This design comes from an exercise in tuning for small area on the open sky130 flow, not from production work. RTL that was checked went through simulation tests only; none was proved equivalent to the original. The clock port is modelled as an ideal driver, which makes a skipped or thinned clock tree look cheaper than it is; a real chip needs a root buffer or a tree. Power is estimated from default activity; no workload was simulated.

Design nback_top, start of the top module:
module nback_top (
  input  logic       clk_50_mhz_i,
  input  logic       key_0_i,
  input  logic       key_1_i,
  output logic [7:0] leds_o
);
==> module nback_top, before the edit <==
module nback_top (
  input  logic       clk_50_mhz_i,
  input  logic       key_0_i,
  input  logic       key_1_i,
  output logic [7:0] leds_o
);
logic [2:0] key_1_d;
always_ff @( posedge clk_50_mhz_i )
  key_1_d <= { key_1_d[1:0], key_1_i };
logic rst;
assign rst = !key_1_d[2];
logic [3:0] pin_d;
always_ff @( posedge clk_50_mhz_i )
  pin_d <= { pin_d[2:0], key_0_i };
logic [9:0] db_s;
logic [9:0] db_cnt;
logic       db_low0;
logic       db_max;
logic       released;
logic       released_d;
logic       answer;
assign db_cnt  = db_s ^ 10'h2aa;
assign db_low0 = ( db_cnt[8:0] == '0 );
assign db_max  = db_cnt[9] && db_low0;
always_ff @( posedge clk_50_mhz_i )
  if( rst || ( pin_d[3] ^ pin_d[2] ) )
    db_s <= 10'h2aa;
  else
    db_s <= { db_cnt[8:0], db_cnt[9] ^ db_cnt[6] ^ db_low0 } ^ 10'h2aa;
always_ff @( posedge clk_50_mhz_i )
  if( rst )
    released <= 1'b1;
  else
    if( db_max )
      released <= pin_d[3];
always_ff @( posedge clk_50_mhz_i )
  released_d <= released;
assign answer = !released && released_d;
logic [9:0] led_s;
logic [9:0] led_cnt;
logic       led_end;
logic [2:0] led_pos;
assign led_cnt = led_s ^ 10'h2aa;
assign led_end = ( ( led_cnt & 10'd187 ) == 10'd32 );
always_ff @( posedge clk_50_mhz_i )
  if( rst || led_end )
    led_s <= 10'd51 ^ 10'h2aa;
  else
    led_s <= { led_cnt[8:0], led_cnt[9] ^ led_cnt[6] } ^ 10'h2aa;
always_ff @( posedge clk_50_mhz_i )
  if( led_end )
    led_pos <= led_pos + 3'd1;
  else
    if( rst )
      led_pos <= '0;
localparam logic [1:0] IDLE_P = 2'd0,
                       PRE_P  = 2'd1,
                       SHOW_P = 2'd2,
                       END_P  = 2'd3;
logic [1:0]  phase;
logic [14:0] cnt_s;
logic [14:0] cnt;
logic        done;
logic [1:0]  shown;
logic        flag;
logic [8:0]  w;
logic        match;
logic        next_pre;
logic        step;
assign cnt      = cnt_s ^ 15'h2aaa;
assign done     = ( cnt == 15'd1 );
assign match    = flag || ( ( shown == 2'b10 ) && ( w == 9'd215 ) );
assign next_pre = ( phase == SHOW_P ) && done && !match;
always_ff @( posedge clk_50_mhz_i )
  if( rst )
    phase <= IDLE_P;
  else
    case( phase )
      IDLE_P: if( answer ) phase <= PRE_P;
      PRE_P:  if( done )   phase <= SHOW_P;
      SHOW_P:
        if( done )
          phase <= match ? END_P : PRE_P;
        else
          if( answer )
            phase <= END_P;
      default: if( done ) phase <= IDLE_P;
    endcase
always_ff @( posedge clk_50_mhz_i )
  if( ( phase == IDLE_P ) || next_pre )
    cnt_s <= 15'd30673 ^ 15'h2aaa;
  else
    if( done || ( ( phase == SHOW_P ) && answer ) )
      cnt_s <= 15'd17603 ^ 15'h2aaa;
    else
      cnt_s <= { cnt[13:0], cnt[14] ^ cnt[13] } ^ 15'h2aaa;
always_ff @( posedge clk_50_mhz_i )
  case( phase )
    IDLE_P: shown <= '0;
    SHOW_P:
      if( done )
        begin
          if( match )
            shown[0] <= 1'b0;
          else
            shown <= { shown[0] || shown[1], !shown[1] };
        end
      else
        if( answer )
          shown[0] <= match;
    default: ;
  endcase
always_ff @( posedge clk_50_mhz_i )
  if( phase == IDLE_P )
    flag <= 1'b0;
  else
    if( next_pre )
      flag <= shown[1] && !( w[2] ^ w[3] ^ w[7] ) && !( w[3] ^ w[4] ^ w[8] );
assign step = ( ( phase == PRE_P ) && ( flag ? ( cnt[8] && cnt[14] ) : ( cnt[0] && cnt[7] && !cnt[13] ) ) ) ||
              ( ( phase == END_P ) && flag && ( cnt[0] && cnt[10] && cnt[11] ) );
always_ff @( posedge clk_50_mhz_i )
  if( rst )
    w <= 9'd1;
  else
    if( step )
      w <= { w[7:0], w[8] ^ w[4] };
logic sel_sym;
logic sel_win;
logic sel_blink;
assign sel_sym   = !rst && ( phase == SHOW_P );
assign sel_win   = !rst && ( phase == END_P ) && shown[0];
assign sel_blink = !rst && !led_pos[0] &&
                   ( ( phase == IDLE_P ) || ( ( phase == END_P ) && !shown[0] ) );
always_comb
  for( int j = 0; j < 8; j++ )
    leds_o[j] = ( sel_sym && w[j + 1] ) || ( sel_win && ( led_pos == 3'( j ) ) ) || sel_blink;
endmodule
clock: 5.0 ns
lec_check: 0
cap_margin: 20
core_margin: 2
core_utilization: 40
slew_margin: 20
standard.sh (not shown) runs the stock make flow with config.mk's settings and CLKGATE_MAP_FILE= SYNTH_SCRIPT=/design/flow/synth_recipe.tcl, a recipe that flattens the netlist after the stock synthesis.
==> flow/flow/run.sh <==
#!/bin/bash
# Layout flow: the standard synthesis, then the combinational logic is
# mapped again for area (registers untouched), then the standard layout
# steps with adjusted clock tree and port buffer settings.
set -euo pipefail
LIB=$FLOW_HOME/platforms/sky130hd/lib/sky130_fd_sc_hd__tt_025C_1v80.lib
R=orfs/results/sky130hd/nback_top/base
L=orfs/logs/sky130hd/nback_top/base

bash standard.sh synth > flow_1_synth.log 2>&1
cp $R/1_2_yosys.v $R/1_2_yosys_standard.v

DU=$(grep -o -- '-dont_use [A-Za-z0-9_]*' $L/1_2_yosys.log | sort -u | tr '\n' ' ')
# One mapping pass: the combinational cells are turned back into logic and
# mapped again by ABC with an area script; the registers stay as they are.
remap() {
  cat > remap_$3.ys <<EOS
read_liberty -ignore_miss_func $LIB
read_verilog $1
hierarchy -top $FLOW_TOP
blackbox sky130_fd_sc_hd__*df*
flatten
hierarchy -top $FLOW_TOP
opt -purge
read_liberty -lib -nooverwrite -ignore_miss_func $LIB
abc -liberty $LIB $DU -script $4
opt_clean -purge
splitnets
opt_clean -purge
rename -hide w:*.*
hilomap -singleton -hicell sky130_fd_sc_hd__conb_1 HI -locell sky130_fd_sc_hd__conb_1 LO
check -assert -mapped
tee -o $2.stat stat -liberty $LIB
write_verilog -noattr -nohex -nodec $2
EOS
  yosys -s remap_$3.ys > flow_2_remap_$3.log 2>&1
  grep 'Chip area' $2.stat | awk '{print $NF}'
}
# Run every script on a netlist (4 at a time); print "area file" lines.
pass_all() {
  local src=$1 tag=$2 sc n
  for sc in flow/abc_*.abc; do
    n=$(basename $sc .abc)
    ( remap $src remap_${tag}_$n.v ${tag}_$n $sc > remap_${tag}_$n.area ) &
    while [ $(jobs -r | wc -l) -ge 4 ]; do sleep 0.2; done
  done
  wait
  for sc in flow/abc_*.abc; do
    n=$(basename $sc .abc)
    echo "$(cat remap_${tag}_$n.area) remap_${tag}_$n.v"
  done | awk '$1 != ""' | sort -g
}
# The three best first mappings each start a chain: each pass maps the
# chain's best netlist with every script, until a pass brings no gain.
pass_all $R/1_2_yosys_standard.v 0 > heads.txt
cat heads.txt >> flow_2_remap.log
best=$(head -1 heads.txt | awk '{print $2}')
best_area=$(head -1 heads.txt | awk '{print $1}')
for c in 1 2 3; do
  cur=$(sed -n "${c}p" heads.txt | awk '{print $2}')
  cur_area=$(sed -n "${c}p" heads.txt | awk '{print $1}')
  [ -n "$cur" ] || continue
  for k in 1 2 3 4 5 6 7 8 9 10; do
    pass_all $cur c${c}p$k > pass_c${c}p$k.txt
    top=$(head -1 pass_c${c}p$k.txt)
    a=$(echo $top | awk '{print $1}')
    f=$(echo $top | awk '{print $2}')
    echo "chain $c pass $k best $a $f" >> flow_2_remap.log
    if awk -v a="$a" -v b="$cur_area" 'BEGIN { exit !(a != "" && a + 0 < b + 0) }'; then
      cur=$f
      cur_area=$a
    else
      break
    fi
  done
  if awk -v a="$cur_area" -v b="$best_area" 'BEGIN { exit !(a + 0 < b + 0) }'; then
    best=$cur
    best_area=$cur_area
  fi
done
echo "kept $best area $best_area" >> flow_2_remap.log
cp $best $R/1_2_yosys.v
rm -f $R/1_synth.odb $R/1_synth.sdc

export CLOCK_GROUPS=${CLOCK_GROUPS:-2}
export CLOCK_BUF=${CLOCK_BUF:-sky130_fd_sc_hd__clkbuf_16}
bash standard.sh finish \
  "PRE_CTS_TCL=$PWD/flow/pre_cts.tcl" \
  "BUFFER_PORTS_ARGS=-buffer_cell sky130_fd_sc_hd__buf_1" \
  > flow_3_finish.log 2>&1
Other scripts of this flow, unchanged in this note and not shown: flow/flow/abc_a7.abc, flow/flow/abc_b2.abc, flow/flow/abc_c7.abc, flow/flow/abc_d2.abc, flow/flow/abc_d3.abc, flow/flow/abc_d7.abc, flow/flow/abc_d8.abc, flow/flow/abc_e3.abc, flow/flow/abc_e8.abc, flow/flow/abc_f3.abc, flow/flow/abc_g0.abc, flow/flow/abc_g1.abc, flow/flow/abc_g2.abc, flow/flow/abc_g3.abc, flow/flow/pre_cts.tcl
The baseline ran to the end with no violations.
Next try:
--- a/flow/design.v
+++ b/flow/design.v
@@ -48,11 +48,10 @@
   else
     led_s <= { led_cnt[8:0], led_cnt[9] ^ led_cnt[6] } ^ 10'h2aa;
 always_ff @( posedge clk_50_mhz_i )
-  if( led_end )
-    led_pos <= led_pos + 3'd1;
+  if( rst && !led_end )
+    led_pos <= '0;
   else
-    if( rst )
-      led_pos <= '0;
+    led_pos <= led_pos + { 2'd0, led_end };
 localparam logic [1:0] IDLE_P = 2'd0,
                        PRE_P  = 2'd1,
                        SHOW_P = 2'd2,
Effect: Final area came out higher slightly; die area climbs slightly; combinational power went up by well over a third; routed wire length rose slightly; first-iteration DRC count increases by well over a third; worst setup slack degrades by 0.019 ns; utilization goes up by 0.24 points; fmax falls slightly; hold slack hardly moves; total power came out higher by a few percent; clock skew is about the same; clock power stays flat; via count rose by a few percent.
The RTL of the second run of this note was laid out without a check of its function. In every run of this note, the design's own scripts or RTL, not TritonCTS, make the clock network.

---

job 101:
nback_top, a different RTL version from the one above (not shown whole).
For scale: roughly 11 I/O pins.
==> module nback_top, before the edit <==
module nback_top (
  input  logic       clk_50_mhz_i,
  input  logic       key_0_i,
  input  logic       key_1_i,
  output logic [7:0] leds_o
);
logic [2:0] key_1_d;
always_ff @( posedge clk_50_mhz_i )
  key_1_d <= { key_1_d[1:0], key_1_i };
logic rst;
assign rst = !key_1_d[2];
logic [3:0] pin_d;
always_ff @( posedge clk_50_mhz_i )
  pin_d <= { pin_d[2:0], key_0_i };
logic [9:0] db_s;
logic [9:0] db_cnt;
logic       db_low0;
logic       db_max;
logic       released;
logic       released_d;
logic       answer;
assign db_cnt  = db_s ^ 10'h2aa;
assign db_low0 = ( db_cnt[8:0] == '0 );
assign db_max  = db_cnt[9] && db_low0;
always_ff @( posedge clk_50_mhz_i )
  if( rst || ( pin_d[3] ^ pin_d[2] ) )
    db_s <= 10'h2aa;
  else
    db_s <= { db_cnt[8:0], db_cnt[9] ^ db_cnt[6] ^ db_low0 } ^ 10'h2aa;
always_ff @( posedge clk_50_mhz_i )
  if( rst )
    released <= 1'b1;
  else
    if( db_max )
      released <= pin_d[3];
always_ff @( posedge clk_50_mhz_i )
  released_d <= released;
assign answer = !released && released_d;
logic [9:0] led_s;
logic [9:0] led_cnt;
logic       led_end;
logic [2:0] led_pos;
assign led_cnt = led_s ^ 10'h2aa;
assign led_end = ( ( led_cnt & 10'd187 ) == 10'd32 );
always_ff @( posedge clk_50_mhz_i )
  if( rst || led_end )
    led_s <= 10'd51 ^ 10'h2aa;
  else
    led_s <= { led_cnt[8:0], led_cnt[9] ^ led_cnt[6] } ^ 10'h2aa;
always_ff @( posedge clk_50_mhz_i )
  if( rst && !led_end )
    led_pos <= '0;
  else
    led_pos <= led_pos + { 2'd0, led_end };
localparam logic [1:0] IDLE_P = 2'd0,
                       PRE_P  = 2'd1,
                       SHOW_P = 2'd2,
                       END_P  = 2'd3;
logic [1:0]  phase;
logic [14:0] cnt_s;
logic [14:0] cnt;
logic        done;
logic [1:0]  shown;
logic        flag;
logic [8:0]  w;
logic        match;
logic        next_pre;
logic        step;
assign cnt      = cnt_s ^ 15'h2aaa;
assign done     = ( cnt == 15'd1 );
assign match    = flag || ( ( shown == 2'b10 ) && ( w == 9'd215 ) );
assign next_pre = ( phase == SHOW_P ) && done && !match;
always_ff @( posedge clk_50_mhz_i )
  if( rst )
    phase <= IDLE_P;
  else
    case( phase )
      IDLE_P: if( answer ) phase <= PRE_P;
      PRE_P:  if( done )   phase <= SHOW_P;
      SHOW_P:
        if( done )
          phase <= match ? END_P : PRE_P;
        else
          if( answer )
            phase <= END_P;
      default: if( done ) phase <= IDLE_P;
    endcase
always_ff @( posedge clk_50_mhz_i )
  if( ( phase == IDLE_P ) || next_pre )
    cnt_s <= 15'd30673 ^ 15'h2aaa;
  else
    if( done || ( ( phase == SHOW_P ) && answer ) )
      cnt_s <= 15'd17603 ^ 15'h2aaa;
    else
      cnt_s <= { cnt[13:0], cnt[14] ^ cnt[13] } ^ 15'h2aaa;
always_ff @( posedge clk_50_mhz_i )
  case( phase )
    IDLE_P: shown <= '0;
    SHOW_P:
      if( done )
        begin
          if( match )
            shown[0] <= 1'b0;
          else
            shown <= { shown[0] || shown[1], !shown[1] };
        end
      else
        if( answer )
          shown[0] <= match;
    default: ;
  endcase
always_ff @( posedge clk_50_mhz_i )
  if( phase == IDLE_P )
    flag <= 1'b0;
  else
    if( next_pre )
      flag <= shown[1] && !( w[2] ^ w[3] ^ w[7] ) && !( w[3] ^ w[4] ^ w[8] );
assign step = ( ( phase == PRE_P ) && ( flag ? ( cnt[8] && cnt[14] ) : ( cnt[0] && cnt[7] && !cnt[13] ) ) ) ||
              ( ( phase == END_P ) && flag && ( cnt[0] && cnt[10] && cnt[11] ) );
always_ff @( posedge clk_50_mhz_i )
  if( rst )
    w <= 9'd1;
  else
    if( step )
      w <= { w[7:0], w[8] ^ w[4] };
logic [7:0] leds;
always_comb
  case( phase )
    SHOW_P:  leds = w[8:1];
    PRE_P:   leds = '0;
    END_P:   leds = shown[0] ? 8'd1 << led_pos : { 8{ !led_pos[0] } };
    default: leds = { 8{ !led_pos[0] } };
  endcase
assign leds_o = rst ? '0 : leds;
endmodule
==> flow/config.mk <==
export PLATFORM = sky130hd
export DESIGN_NAME = nback_top
export DESIGN_NICKNAME = nback_top
export VERILOG_FILES = /design/flow/design.v
export SDC_FILE = /design/flow/constraint.sdc
export NUM_CORES = 4
export LEC_CHECK = 0
export CAP_MARGIN = 20
export CORE_MARGIN = 2
export CORE_UTILIZATION = 40
export SLEW_MARGIN = 20
==> flow/constraint.sdc <==
create_clock -name core_clock -period 5.0 [get_ports {clk_50_mhz_i}]
set_input_delay 1.0000 -clock core_clock [delete_from_list [all_inputs] [get_ports {clk_50_mhz_i}]]
set_output_delay 1.0000 -clock core_clock [all_outputs]
set_load 0.01 [all_outputs]
Scripts as last shown in full above: flow/flow/run.sh
Other scripts of this flow, unchanged in this note and not shown: flow/flow/abc_a7.abc, flow/flow/abc_b2.abc, flow/flow/abc_c7.abc, flow/flow/abc_d2.abc, flow/flow/abc_d3.abc, flow/flow/abc_d7.abc, flow/flow/abc_d8.abc, flow/flow/abc_e3.abc, flow/flow/abc_e8.abc, flow/flow/abc_f3.abc, flow/flow/abc_g0.abc, flow/flow/abc_g1.abc, flow/flow/abc_g2.abc, flow/flow/abc_g3.abc, flow/flow/pre_cts.tcl
The following lists how job 103 was set up differently from job 101:
--- a/flow/design.v
+++ b/flow/design.v
@@ -46,14 +46,15 @@
   if( rst || led_end )
     led_s <= 10'd51 ^ 10'h2aa;
   else
     led_s <= { led_cnt[8:0], led_cnt[9] ^ led_cnt[6] } ^ 10'h2aa;
 always_ff @( posedge clk_50_mhz_i )
-  if( rst && !led_end )
-    led_pos <= '0;
+  if( led_end )
+    led_pos <= led_pos + 3'd1;
   else
-    led_pos <= led_pos + { 2'd0, led_end };
+    if( rst )
+      led_pos <= '0;
 localparam logic [1:0] IDLE_P = 2'd0,
                        PRE_P  = 2'd1,
                        SHOW_P = 2'd2,
                        END_P  = 2'd3;
 logic [1:0]  phase;
Findings:
- Taking job 101 as the reference, in job 103 met1 usage in global routing picked up an extra 0.27 points, count of TritonRoute iterations in the first routing pass picked up an extra 1, design area picked up an extra 0.52%.
- Going from job 101 to job 103, via total after detailed routing rose 0.41%, detailed-route wire length per cell grew by 0.099 um, chip height has remained practically unchanged, layout multi-input combinational cell count up 1, share of cell area taken by flip-flops and latches shows an increase of 1.1 points.
- Row global-route total usage across every layer: job 103 lower / job 101 higher
The RTL of job 101 was laid out without a check of its function. No run of this note takes its clock network from TritonCTS; it comes from the design's own scripts or RTL.

## static timing again, ports no longer ideal
In the flow no input, the clock included, has a driving cell. The finished layouts below were timed again as built, in two steps. Step 1, drivers: a clkbuf_16 drives clk_50_mhz_i and a buf_2 each remaining input, both assumed. Step 2, shift: input delay + t, output delay - t, t = (earliest + latest rising clock arrival at the registers) / 2. This alone moves slack from input paths to output paths. Slacks: no drivers / after step 1 / after step 2; pairs: no drivers / after step 1.
| run | t (ns) | setup WS [ns] | cell pins on the clock port's net |
|---|---|---|---|
| the first run of note 1 | 0.211 | 2.125 / 2.077 / 2.289 | 2 |
| the second run of note 1 | 0.210 | 2.106 / 2.059 / 2.270 | 2 |
| job 101 | 0.210 | 1.957 / 1.913 / 2.123 | 2 |
| job 103 | 0.210 | 2.290 / 2.247 / 2.457 | 2 |
After both steps setup and hold are still met in every run listed.
